This is an optimization exercise on Yosys and OpenROAD, whose aim is small area, not a production implementation. In this exercise RTL edits were held to simulation tests only and were not proved equivalent to the original. No activity file was given, so power comes from the tool's default toggle rates.

[flow/run.sh]
#!/bin/bash
# synth_recipe.tcl (not shown) runs the flow's synth.tcl, then flattens the netlist and writes it again
# the make line also repeats each setting of config.mk as NAME=value (left out here)
make -C /OpenROAD-flow-scripts/flow DESIGN_CONFIG=/design/flow/config.mk WORK_HOME=/design/flow/orfs CLKGATE_MAP_FILE= SYNTH_SCRIPT=/design/flow/synth_recipe.tcl finish
[flow/config.mk]
export PLATFORM = sky130hd
export DESIGN_NAME = Doorbell
export DESIGN_NICKNAME = Doorbell
export VERILOG_FILES = /design/flow/design.v
export SDC_FILE = /design/flow/constraint.sdc
export NUM_CORES = 4
export LEC_CHECK = 0
export ABC_AREA = 1
export CAP_MARGIN = 20
export CORE_MARGIN = 2
export CORE_UTILIZATION = 60
export SLEW_MARGIN = 20
[flow/constraint.sdc]
create_clock -name core_clock -period 20.0 [get_ports {CLK}]
set_input_delay 4.0000 -clock core_clock [delete_from_list [all_inputs] [get_ports {CLK}]]
set_output_delay 4.0000 -clock core_clock [all_outputs]
set_load 0.01 [all_outputs]
[flow/design.v]
module Doorbell
(input CLK
,input RST 
,input BTN_DRBL 
,input BTN_MODE
,input BTN_TRCK 
,output BEEP
,output[15:0]LED
,output[6:0]SEG
,output[7:0]CAT
,output LCD_E
,output LCD_RS
,output[7:0]LCD_DATA
);
wire pr_mode,pr_trck;
Debounce UUD1(CLK,RST,BTN_MODE,pr_mode);
Debounce UUD2(CLK,RST,BTN_TRCK,pr_trck);
reg[1:0]mode; 
reg[2:0]trck; 
always@(posedge CLK)
	if(RST)begin
		mode<=2'd0;
		trck<=3'd0;
	end
	else begin
		if(pr_mode)mode<={mode[1]^mode[0],~mode[0]};
		if(pr_trck)trck<=trck[2]?3'd0:{trck[1]&trck[0],trck[1]^trck[0],~trck[0]};
	end
reg[14:0]div;
reg[5:0]prgs;
wire beat=&{div[14],div[13],div[12],div[11],div[8],~div[7],~div[6],~div[5],~div[4],~div[3],~div[1],div[0]};
wire p32=&{prgs[5]};
always@(posedge CLK)
	if(RST)begin
		div<=15'd0;
		prgs<=6'd0;
	end
	else if(beat)begin
		div<=15'd0;
		prgs<={prgs[5]^(&prgs[4:0]),prgs[4]^(&prgs[3:0]),prgs[3]^(&prgs[2:0]),prgs[2]^(&prgs[1:0]),prgs[1]^(&prgs[0:0]),~prgs[0]};
	end
	else if(p32||BTN_DRBL)
		prgs<=6'd0;
	else
		div<={div[13:0],~(div[13]^div[14])};
reg[4:0]drbl; 
wire lock=~&drbl;
always@(posedge CLK)
	if(RST)
		drbl<=5'd31;
	else if(BTN_DRBL)begin
		if(!lock)drbl<=5'd0;
	end
	else if(&{drbl[4],~drbl[3],~drbl[2],~drbl[1],~drbl[0]})
		drbl<=5'd31;
	else if(beat)
		drbl<={drbl[3:0],~(drbl[2]^drbl[4])};
localparam M1=4'd0,M2=4'd1,M3=4'd2,M4=4'd3,M5=4'd4,M6=4'd5,M7=4'd6,
	H1=4'd7,H2=4'd8,H3=4'd9,H4=4'd10,H5=4'd11,MU=4'd12,PAT=4'd15;
reg[6:0]d;
reg[3:0]pi;
reg beep;
reg[3:0]pn;
always@(*)begin
	pn=pi;
	case(trck)
	3'd0:case(prgs)
		6'd0:pn=H3;
		6'd1:pn=H2;
		6'd2:pn=H3;
		6'd3:pn=H2;
		6'd4:pn=H3;
		6'd5:pn=M7;
		6'd6:pn=H2;
		6'd7:pn=H1;
		6'd8:pn=M6;
		6'd11:pn=M1;
		6'd12:pn=M3;
		6'd13:pn=M6;
		6'd14:pn=M7;
		6'd17:pn=M3;
		6'd18:pn=M5;
		6'd19:pn=M7;
		6'd20:pn=H1;
		6'd23:pn=MU;
		default:;
		endcase
	3'd1:case(prgs)
		6'd0:pn=M5;
		6'd1:pn=MU;
		6'd2:pn=M5;
		6'd4:pn=M6;
		6'd6:pn=M5;
		6'd8:pn=H1;
		6'd10:pn=M7;
		6'd12:pn=MU;
		6'd14:pn=M5;
		6'd15:pn=MU;
		6'd16:pn=M5;
		6'd18:pn=M6;
		6'd20:pn=M5;
		6'd22:pn=H2;
		6'd24:pn=H1;
		6'd26:pn=MU;
		default:;
		endcase
	3'd2:case(prgs)
		6'd0:pn=M1;
		6'd1:pn=MU;
		6'd2:pn=M1;
		6'd4:pn=M5;
		6'd5:pn=MU;
		6'd6:pn=M5;
		6'd8:pn=M6;
		6'd9:pn=MU;
		6'd10:pn=M6;
		6'd12:pn=M5;
		6'd14:pn=MU;
		6'd16:pn=M4;
		6'd17:pn=MU;
		6'd18:pn=M4;
		6'd20:pn=M3;
		6'd21:pn=MU;
		6'd22:pn=M3;
		6'd24:pn=M2;
		6'd25:pn=MU;
		6'd26:pn=M2;
		6'd28:pn=M1;
		6'd29:pn=MU;
		default:;
		endcase
	3'd3:case(prgs)
		6'd0:pn=M6;
		6'd1:pn=M7;
		6'd2:pn=H1;
		6'd5:pn=M7;
		6'd6:pn=H1;
		6'd8:pn=H3;
		6'd10:pn=M7;
		6'd12:pn=MU;
		6'd14:pn=M3;
		6'd16:pn=M6;
		6'd19:pn=M5;
		6'd20:pn=M6;
		6'd22:pn=H1;
		6'd24:pn=M5;
		6'd26:pn=MU;
		default:;
		endcase
	3'd4:case(prgs)
		6'd0:pn=H1;
		6'd2:pn=H2;
		6'd4:pn=H3;
		6'd6:pn=H1;
		6'd7:pn=MU;
		6'd8:pn=H1;
		6'd10:pn=H2;
		6'd12:pn=H3;
		6'd14:pn=H1;
		6'd15:pn=MU;
		6'd16:pn=H3;
		6'd18:pn=H4;
		6'd20:pn=H5;
		6'd22:pn=MU;
		6'd24:pn=H3;
		6'd26:pn=H4;
		6'd28:pn=H5;
		6'd30:pn=MU;
		default:;
		endcase
	default:;
	endcase
end
reg[6:0]pv;
always@(*)
	case(pn)
		M1:pv=7'd111; 
		M2:pv=7'd108; 
		M3:pv=7'd13; 
		M4:pv=7'd52; 
		M5:pv=7'd75; 
		M6:pv=7'd93; 
		M7:pv=7'd110; 
		H1:pv=7'd57; 
		H2:pv=7'd102; 
		H3:pv=7'd25; 
		H4:pv=7'd101; 
		H5:pv=7'd74; 
		default:pv=7'd64; 
	endcase
wire dz=~|d[5:0];
wire tog=dz&~d[6]&lock&!mode[0];
always@(posedge CLK)
	if(RST)begin
		d<=7'd111;
		pi<=M1;
		beep<=1'b0;
	end
	else if(tog)begin
		d<=pv;
		pi<=pn;
		beep<=~beep;
	end
	else
		d<={d[5:0],d[6]^d[5]^dz};
assign BEEP=beep;
reg[12:0]ldiv;
wire lwrap=&{ldiv[12],ldiv[11],~ldiv[10],ldiv[9],~ldiv[8],ldiv[7],~ldiv[6],~ldiv[5],~ldiv[4],ldiv[1],ldiv[0]}; 
always@(posedge CLK)
	if(RST||lwrap)
		ldiv<=13'd0;
	else
		ldiv<={ldiv[11:0],~(ldiv[2]^ldiv[12])};
reg[4:0]lp;
reg[3:0]q;
always@(posedge CLK)
	if(RST)begin
		lp<=5'd0;
		q<=MU;
	end
	else if(lwrap&&lock&&mode==2'd1)begin
		lp<=&{lp[4],lp[2]}?5'd0:{lp[4]^(&lp[3:0]),lp[3]^(&lp[2:0]),lp[2]^(&lp[1:0]),lp[1]^(&lp[0:0]),~lp[0]};
		case(lp)
			5'd19,5'd20:;
			default:q<=PAT;
		endcase
	end
	else if(lock&&mode==2'd2)
		q<=pi;
	else if(!lock||mode==2'd0||mode==2'd3)
		q<=MU;
wire[15:0]led;
wire qp=(q==PAT);
assign led[0]=qp&(lp==5'd16|lp==5'd17|lp==5'd18)|(q==4'd0);
assign led[1]=qp&(lp==5'd15|lp==5'd16|lp==5'd17)|(q==4'd1);
assign led[2]=qp&(lp==5'd14|lp==5'd15|lp==5'd16)|(q==4'd2);
assign led[3]=qp&(lp==5'd13|lp==5'd14|lp==5'd15)|(q==4'd3);
assign led[4]=qp&(lp==5'd12|lp==5'd13|lp==5'd14)|(q==4'd4);
assign led[5]=qp&(lp==5'd11|lp==5'd12|lp==5'd13)|(q==4'd5);
assign led[6]=qp&(lp==5'd10|lp==5'd11|lp==5'd12)|(q==4'd6);
assign led[7]=qp&(lp==5'd9|lp==5'd10|lp==5'd11)|(q==4'd7);
assign led[8]=qp&(lp==5'd8|lp==5'd9|lp==5'd10)|(q==4'd8);
assign led[9]=qp&(lp==5'd7|lp==5'd8|lp==5'd9)|(q==4'd9);
assign led[10]=qp&(lp==5'd6|lp==5'd7|lp==5'd8)|(q==4'd10);
assign led[11]=qp&(lp==5'd5|lp==5'd6|lp==5'd7)|(q==4'd11);
assign led[12]=qp&(lp==5'd4|lp==5'd5|lp==5'd6);
assign led[13]=qp&(lp==5'd3|lp==5'd4|lp==5'd5);
assign led[14]=qp&(lp==5'd2|lp==5'd3|lp==5'd4);
assign led[15]=qp&(lp==5'd1|lp==5'd2|lp==5'd3);
assign LED=led;
reg[7:0]ssub;
reg ph;
reg[2:0]sd; 
wire sev=&{~ssub[7],~ssub[6],ssub[5],~ssub[4],ssub[3],ssub[2],ssub[1],ssub[0]};
always@(posedge CLK)
	if(RST)begin
		ssub<=8'd0;
		ph<=1'b1;
		sd<=3'd7;
	end
	else if(sev)begin
		ssub<=ph?8'd1:8'd0;
		ph<=~ph;
		sd<=ph?{1'b0,mode}:trck;
	end
	else
		ssub<={ssub[6:0],~(ssub[0]^ssub[1]^ssub[7])};
reg[6:0]seg;
always@(*)
	case(sd)
		3'd0:seg=7'h06;
		3'd1:seg=7'h5b;
		3'd2:seg=7'h4f;
		3'd3:seg=7'h66;
		3'd4:seg=7'h6d;
		default:seg=7'h00;
	endcase
assign SEG=seg;
assign CAT=(sd==3'd7)?8'h00:ph?8'b1111_1011:8'b1111_1110;
reg ly_h;
reg[5:0]ly;
wire lterm=&{~ly[5],~ly[4],ly[2],~ly[1],~ly[0]};
wire wf=ly_h&lterm;
always@(posedge CLK)
	if(RST)begin
		ly_h<=1'b0;
		ly<=6'd15;
	end
	else if(lterm)begin
		ly_h<=~ly_h;
		ly<=6'd0;
	end
	else
		ly<={ly[4:0],~(ly[4]^ly[5])};
reg[5:0]ls;
reg[2:0]tl; 
reg prd; 
always@(posedge CLK)
	if(RST)begin
		ls<=6'd0;
		prd<=1'b0;
		tl<=3'd0;
	end
	else begin
		prd<=pr_trck;
		if(wf)begin
			ls<=&{ls[5],ls[4],ls[0]}?6'd16:{ls[5]^(&ls[4:0]),ls[4]^(&ls[3:0]),ls[3]^(&ls[2:0]),ls[2]^(&ls[1:0]),ls[1]^(&ls[0:0]),~ls[0]};
			tl<=!prd?trck:(trck==3'd0)?3'd4:{trck[2]&(trck[1]|trck[0]),~(trck[1]^trck[0]),~trck[0]};
		end
	end
reg wt,rs;
reg[7:0]ld;
always@(*)begin
	wt=1'b0;
	rs=1'b1;
	ld=8'h00;
	case(ls)
		6'd0:begin wt=1'b1;rs=1'b0;end
		6'd1:begin wt=1'b1;rs=1'b0;end
		6'd2:begin wt=1'b1;rs=1'b0;end
		6'd3:begin wt=1'b1;rs=1'b0;end
		6'd4:begin wt=1'b1;rs=1'b0;end
		6'd5:begin wt=1'b1;rs=1'b0;end
		6'd6:begin wt=1'b1;rs=1'b0;end
		6'd7:begin wt=1'b1;rs=1'b0;end
		6'd8:begin wt=1'b1;rs=1'b0;end
		6'd9:begin wt=1'b1;rs=1'b0;end
		6'd10:begin rs=1'b0;ld=8'h00;end
		6'd11:begin rs=1'b0;ld=8'h38;end
		6'd12:begin rs=1'b0;ld=8'h08;end
		6'd13:begin rs=1'b0;ld=8'h01;end
		6'd14:begin rs=1'b0;ld=8'h06;end
		6'd15:begin rs=1'b0;ld=8'h0c;end
		6'd16:begin rs=1'b0;ld=8'h80;end
		6'd33:begin rs=1'b0;ld=8'hc0;end
		6'd17:ld=8'h20;
		6'd18:ld=8'h20;
		6'd19:ld=8'h20;
		6'd20:ld=8'h20;
		6'd21:ld=8'h20;
		6'd22:ld=8'h53;
		6'd23:ld=8'h6f;
		6'd24:ld=8'h6e;
		6'd25:ld=8'h67;
		6'd26:ld=8'h20;
		6'd27:ld={5'b00110,trck_digit(tl)};
		6'd28:ld=8'h20;
		6'd29:ld=8'h20;
		6'd30:ld=8'h20;
		6'd31:ld=8'h20;
		6'd32:ld=8'h20;
		6'd34:
			case(tl)
				3'd0:ld=8'h20;
				3'd1:ld=8'h20;
				3'd2:ld=8'h20;
				3'd3:ld=8'h43;
				default:ld=8'h20;
			endcase
		6'd35:
			case(tl)
				3'd0:ld=8'h20;
				3'd1:ld=8'h48;
				3'd2:ld=8'h20;
				3'd3:ld=8'h61;
				default:ld=8'h20;
			endcase
		6'd36:
			case(tl)
				3'd0:ld=8'h20;
				3'd1:ld=8'h61;
				3'd2:ld=8'h4c;
				3'd3:ld=8'h73;
				default:ld=8'h42;
			endcase
		6'd37:
			case(tl)
				3'd0:ld=8'h20;
				3'd1:ld=8'h70;
				3'd2:ld=8'h69;
				3'd3:ld=8'h74;
				default:ld=8'h72;
			endcase
		6'd38:
			case(tl)
				3'd0:ld=8'h46;
				3'd1:ld=8'h70;
				3'd2:ld=8'h74;
				3'd3:ld=8'h6c;
				default:ld=8'h6f;
			endcase
		6'd39:
			case(tl)
				3'd0:ld=8'h75;
				3'd1:ld=8'h79;
				3'd2:ld=8'h74;
				3'd3:ld=8'h65;
				default:ld=8'h74;
			endcase
		6'd40:
			case(tl)
				3'd0:ld=8'h72;
				3'd1:ld=8'h20;
				3'd2:ld=8'h6c;
				3'd3:ld=8'h20;
				default:ld=8'h68;
			endcase
		6'd41:
			case(tl)
				3'd0:ld=8'h20;
				3'd1:ld=8'h42;
				3'd2:ld=8'h65;
				3'd3:ld=8'h49;
				default:ld=8'h65;
			endcase
		6'd42:
			case(tl)
				3'd0:ld=8'h45;
				3'd1:ld=8'h69;
				3'd2:ld=8'h20;
				3'd3:ld=8'h6e;
				default:ld=8'h72;
			endcase
		6'd43:
			case(tl)
				3'd0:ld=8'h6c;
				3'd1:ld=8'h72;
				3'd2:ld=8'h20;
				3'd3:ld=8'h54;
				default:ld=8'h20;
			endcase
		6'd44:
			case(tl)
				3'd0:ld=8'h69;
				3'd1:ld=8'h74;
				3'd2:ld=8'h53;
				3'd3:ld=8'h68;
				default:ld=8'h4a;
			endcase
		6'd45:
			case(tl)
				3'd0:ld=8'h73;
				3'd1:ld=8'h68;
				3'd2:ld=8'h74;
				3'd3:ld=8'h65;
				default:ld=8'h6f;
			endcase
		6'd46:
			case(tl)
				3'd0:ld=8'h65;
				3'd1:ld=8'h64;
				3'd2:ld=8'h61;
				3'd3:ld=8'h20;
				default:ld=8'h68;
			endcase
		6'd47:
			case(tl)
				3'd0:ld=8'h20;
				3'd1:ld=8'h61;
				3'd2:ld=8'h72;
				3'd3:ld=8'h53;
				default:ld=8'h6e;
			endcase
		6'd48:
			case(tl)
				3'd0:ld=8'h20;
				3'd1:ld=8'h79;
				3'd2:ld=8'h20;
				3'd3:ld=8'h6b;
				default:ld=8'h20;
			endcase
		6'd49:
			case(tl)
				3'd0:ld=8'h20;
				3'd1:ld=8'h20;
				3'd2:ld=8'h20;
				3'd3:ld=8'h79;
				default:ld=8'h20;
			endcase
		default:;
	endcase
end
function[2:0]trck_digit; 
	input[2:0]t;
	case(t)
		3'd0:trck_digit=3'd1;
		3'd1:trck_digit=3'd2;
		3'd2:trck_digit=3'd3;
		3'd3:trck_digit=3'd4;
		default:trck_digit=3'd5;
	endcase
endfunction
assign LCD_E=wt|~ly_h;
assign LCD_RS=rs;
assign LCD_DATA=ld;
endmodule
module Debounce
(input CLK
,input RST
,input KEY
,output PRESS
);
reg[8:0]c;
reg kp;
wire flip=&{~c[8],c[7],c[6],~c[5],~c[4],c[3],~c[2],c[1],c[0]}; 
wire kpn=kp^flip;
always@(posedge CLK)
	if(RST)begin
		c<=9'd0;
		kp<=1'b0;
	end
	else begin
		kp<=kpn;
		c<=(KEY^kpn)?(flip?9'd1:{c[7:0],~(c[4]^c[8])}):9'd0;
	end
assign PRESS=flip&~kp;
endmodule
==> impl_metrics.py <==
metrics = {
    "run_status": {
        "status": "no timing/DRC/antenna violations",
    },
    "power": {
        "combPwrFrac_pct": 3.0,
        "p_leak_nw": 3.792,
        "ir_drop_mv": 0.08295,
        "switching_share_pct": 23.57,
        "clock_power_share_pct": 55.5,
        "p_int_w": 0.0004320,
        "powerDensity_nw_per_um2": 66.11,
        "p_sw_w": 0.0001332,
        "power_frac_seq_pct": 41.5,
    },
    "timing": {
        "setup_tns_ns": 0,
        "period_share_pct": 35.92,
        "worstMarginPinSlew_ns": 0.9993,
        "final-max-slew-violation-count": 0,
        "rsz0062_at_grt": "no",
        "setup_viol_count_final": 0,
        "maxSlewHeadroom_pct": 33.31,
        "skew_ns": 0.008221,
        "timing.final.crit_period_ns": 7.183,
        "fmax_mhz": 139.2,
        "finalHoldViolCount": 0,
        "fin_ws_ns": 12.82,
    },
    "synthesis": {
        "synth_edf_count": 0,
        "async_flop_share_pct": 0,
        "synth_flop_cell": "dfxtp_1",
        "syn_area_per_cell_sq_um": 6.358,
        "synth_seq_area_share_pct": 30.84,
        "synthDistinctLibCells": 47,
        "netlist_instances": 1164,
        "synth_nets": 1206,
        "synth_seq_cells": 114,
        "yosys_warnings": 2,
        "synth_area_sq_um": 7401,
    },
    "placement": {
        "pre_cts_ws_ns": 13.34,
        "port_buffers": 46,
        "place_area_sq_um": 7934,
        "gp_congestion": 1.009,
        "dp_hpwl_microns": 13970,
    },
    "global_routing": {
        "grt.busiest_layer": "met2",
        "grt_overflow": 0,
        "use_met3_pct": 7.116,
        "grt_pass1_wl_microns": 31600,
        "grt_use_total_pct": 29.54,
        "use_met2_pct": 48.94,
        "grt_max_degree": 33,
        "grt_use_met1_pct": 36.96,
        "antenna_found_initial": 0,
        "grt_pass1_vias": 7062,
    },
    "job": {
        "max_cap_violations": 0,
    },
    "final_layout": {
        "nNetsFinal": 1250,
        "fillCellCount": 1037,
        "fin_util_pct": 71.18,
        "antenna_cells": 0,
        "final_common_cell": "nand2_1",
        "final_cell_mix": "nand2_1 (211), nor2_1 (208), inv_1 (185)",
        "syn2layout_area_growth_pct": 15.52,
        "final_cell_area_sq_um": 8549,
        "drive_gt1_share_pct": 6.061,
    },
    "clocking": {
        "cts_tree": "yes",
        "postCtsResizedCells": 0,
        "cts_buffer_depth": 2,
        "path_clk_slew_ns": 0.06,
        "cts_hold_buf": 0,
        "cts_root_buffer": "clkbuf_16",
        "htree_levels": 4,
        "numCtsBuffers": 17,
        "cts_setup_buffers": 0,
        "insertion_delay_ns": 0.43,
        "cts_sinks": 114,
    },
    "floorplan": {
        "die_h_microns": 115.1,
        "io_pins": 47,
        "die_w_microns": 115.1,
        "initial_core_util_pct": 61.61,
        "rows": 40,
        "core_sq_um": 12010,
        "dieArea_sq_um": 13240,
    },
    "routing": {
        "drc_errors": 0,
        "drt_pass1_iterations": 6,
        "drt_iter0_drc": 742,
        "wl_per_cell_microns": 14.09,
        "num_vias": 7722,
        "avgViaCountPerCell": 5.645,
        "drt-total-wl_microns": 19280,
        "drtAntennaViolNets": 0,
    },
    "setup_path": {
        "worstSetupEndpointType": "output port",
        "start_kind": "flop",
        "r2r_start": "prgs[0]$_SDFFE_PP0P_",
        "critPathMaxFanout": 10,
        "crit_arrival_ns": 3.18,
        "required_ns": 16.00,
        "critPathKind": "reg2out",
        "regToRegSetupSlack_ns": 16.76,
        "reg2reg_depth": 19,
        "r2r_end": "d[6]$_SDFF_PP1_",
    },
    "hold_path": {
        "min_path_type": "reg2reg",
        "worstHoldEndpoint": "ldiv[4]$_SDFF_PP0_",
        "min_path_cells": 2,
        "hp-start": "ldiv[3]$_SDFF_PP0_",
    },
}
-- state kept, by name, indices dropped and copies added (netlist names), 2 cells and up --
signal and count:
mode 2, ldiv 13, tl 3, UUD2.c 9, div 15, trck 3
lp 5, d 7, ly 6, drbl 5, sd 3, ls 6
pi 4, prgs 6, ssub 8, UUD1.c 9, q 4
-- worst max path at each step --
stage / end / cells past startpoint / slack, ns / from
6_report: LCD_DATA[4] / 9 / 12.82 / ls[5]$_SDFFE_PP0P_
4_1_cts: LCD_DATA[4] / 9 / 12.88 / ls[5]$_SDFFE_PP0P_
3_5_place_dp: LCD_DATA[4] / 9 / 13.34 / ls[5]$_SDFFE_PP0P_
3_3_place_gp: LCD_DATA[4] / 9 / 13.35 / ls[5]$_SDFFE_PP0P_
5_1_grt: LCD_DATA[1] / 9 / 12.55 / ls[5]$_SDFFE_PP0P_
2_1_floorplan: LCD_DATA[1] / 8 / 14.30 / ls[5]$_SDFFE_PP0P_
-- stage by stage --
stage | hold WS, ns | instances | power (W)
2_1_floorplan | 0.3936 | 1164 | 0.0002499
3_3_place_gp | 0.3943 | 1336 | 0.0002547
3_5_place_dp | 0.3975 | 1336 | 0.0002553
4_1_cts | 0.4137 | 1368 | 0.0005698
5_1_grt | 0.4378 | 1368 | 0.0005817
6_report | 0.4174 | 1368 | 0.0005652
-- synthesized netlist by cell type, types with 4 or more instances --
| master | count | share of area [%] |
|---|---|---|
| nor3_1 | 24 | 1.6 |
| o221ai_1 | 6 | 0.71 |
| nor2_1 | 208 | 11 |
| ha_1 | 37 | 6.3 |
| nand2_2 | 7 | 0.59 |
| inv_2 | 6 | 0.30 |
| buf_4 | 9 | 0.91 |
| nor4_1 | 7 | 0.59 |
| nand2_1 | 211 | 11 |
| a211oi_1 | 13 | 1.3 |
| nor2_2 | 12 | 1.0 |
| and3_1 | 4 | 0.34 |
| nand4_1 | 22 | 1.9 |
| a21oi_1 | 68 | 4.6 |
| dfxtp_1 | 114 | 31 |
| nand3_1 | 74 | 5.0 |
| inv_1 | 185 | 9.4 |
| o22ai_1 | 12 | 1.0 |
| o211ai_1 | 16 | 1.6 |
| o21ai_0 | 65 | 4.4 |
| clkbuf_1 | 12 | 0.61 |
| clkinv_1 | 4 | 0.20 |
| a2111oi_0 | 6 | 0.71 |
-- worst max-delay path, cell delays in order, from the launching register on --
cell             delay, ns
dfxtp_1               0.42
inv_1                 0.10
nor2_2                0.31
clkinv_1              0.32
nor3_1                0.57
nand2_1               0.15
o2111ai_1             0.14
nor2_1                0.06
o2111ai_1             0.11
clkdlybuf4s50_1       0.59
-- logic make-up after synthesis --
logic type	synth area share [%]
xor+xnor	0.4735
mux	0.1353
buf+inv	11.82
compound gates	16.15
fa+ha+maj	6.255
flops	30.84
simple gates	34.34
-- power by group through the flow --
stage | clock network, W | logic, W | registers, W
after floorplan | 0 | 0.0000115 | 0.000238
after global placement | 0 | 0.0000158 | 0.000239
after detailed placement | 0 | 0.0000162 | 0.000239
after CTS | 0.000319 | 0.0000169 | 0.000234
after global routing | 0.000328 | 0.0000190 | 0.000235
final | 0.000314 | 0.0000169 | 0.000234
-- metal layers --
metal	wire length (microns)	vias up
li1	-	3890
met4	557	0
met5	0	-
met2	8879	311
met1	8543	3465
met3	1300	56
-- layout make-up --
cell class / count / area, sq um / share of cell area (%)
Sequential cell: 114 / 2282 / 26.69
Timing Repair Buffer: 49 / 483.0 / 5.649
Multi-Input combinational cell: 830 / 4244 / 49.64
Inverter: 196 / 740.7 / 8.664
Clock buffer: 19 / 452.9 / 5.298
Clock inverter: 13 / 162.7 / 1.903
Tap cell: 147 / 183.9 / 2.151

[what the ideal ports hide]
Ports are ideal in the flow. The routed layout listed here was re-timed in OpenROAD. Step 1 sets driving cells, clkbuf_16 on the clock port and buf_2 on the other inputs (assumed; they add their load-dependent delay and slew). Step 2 also shifts input and output timing later by t, the mid clock arrival at the registers, as if the neighbouring blocks saw the same clock. Three values: ideal, step 1, step 2; two values: the first two.
t, ns: 0.462
setup WS [ns]: 12.817 / 12.778 / 13.240
worst setup path at the end: register to output
After both steps setup and hold are still met in this run. For this run, drivers alone change the setup slack by -0.039 ns; drivers and shift together by +0.423 ns.
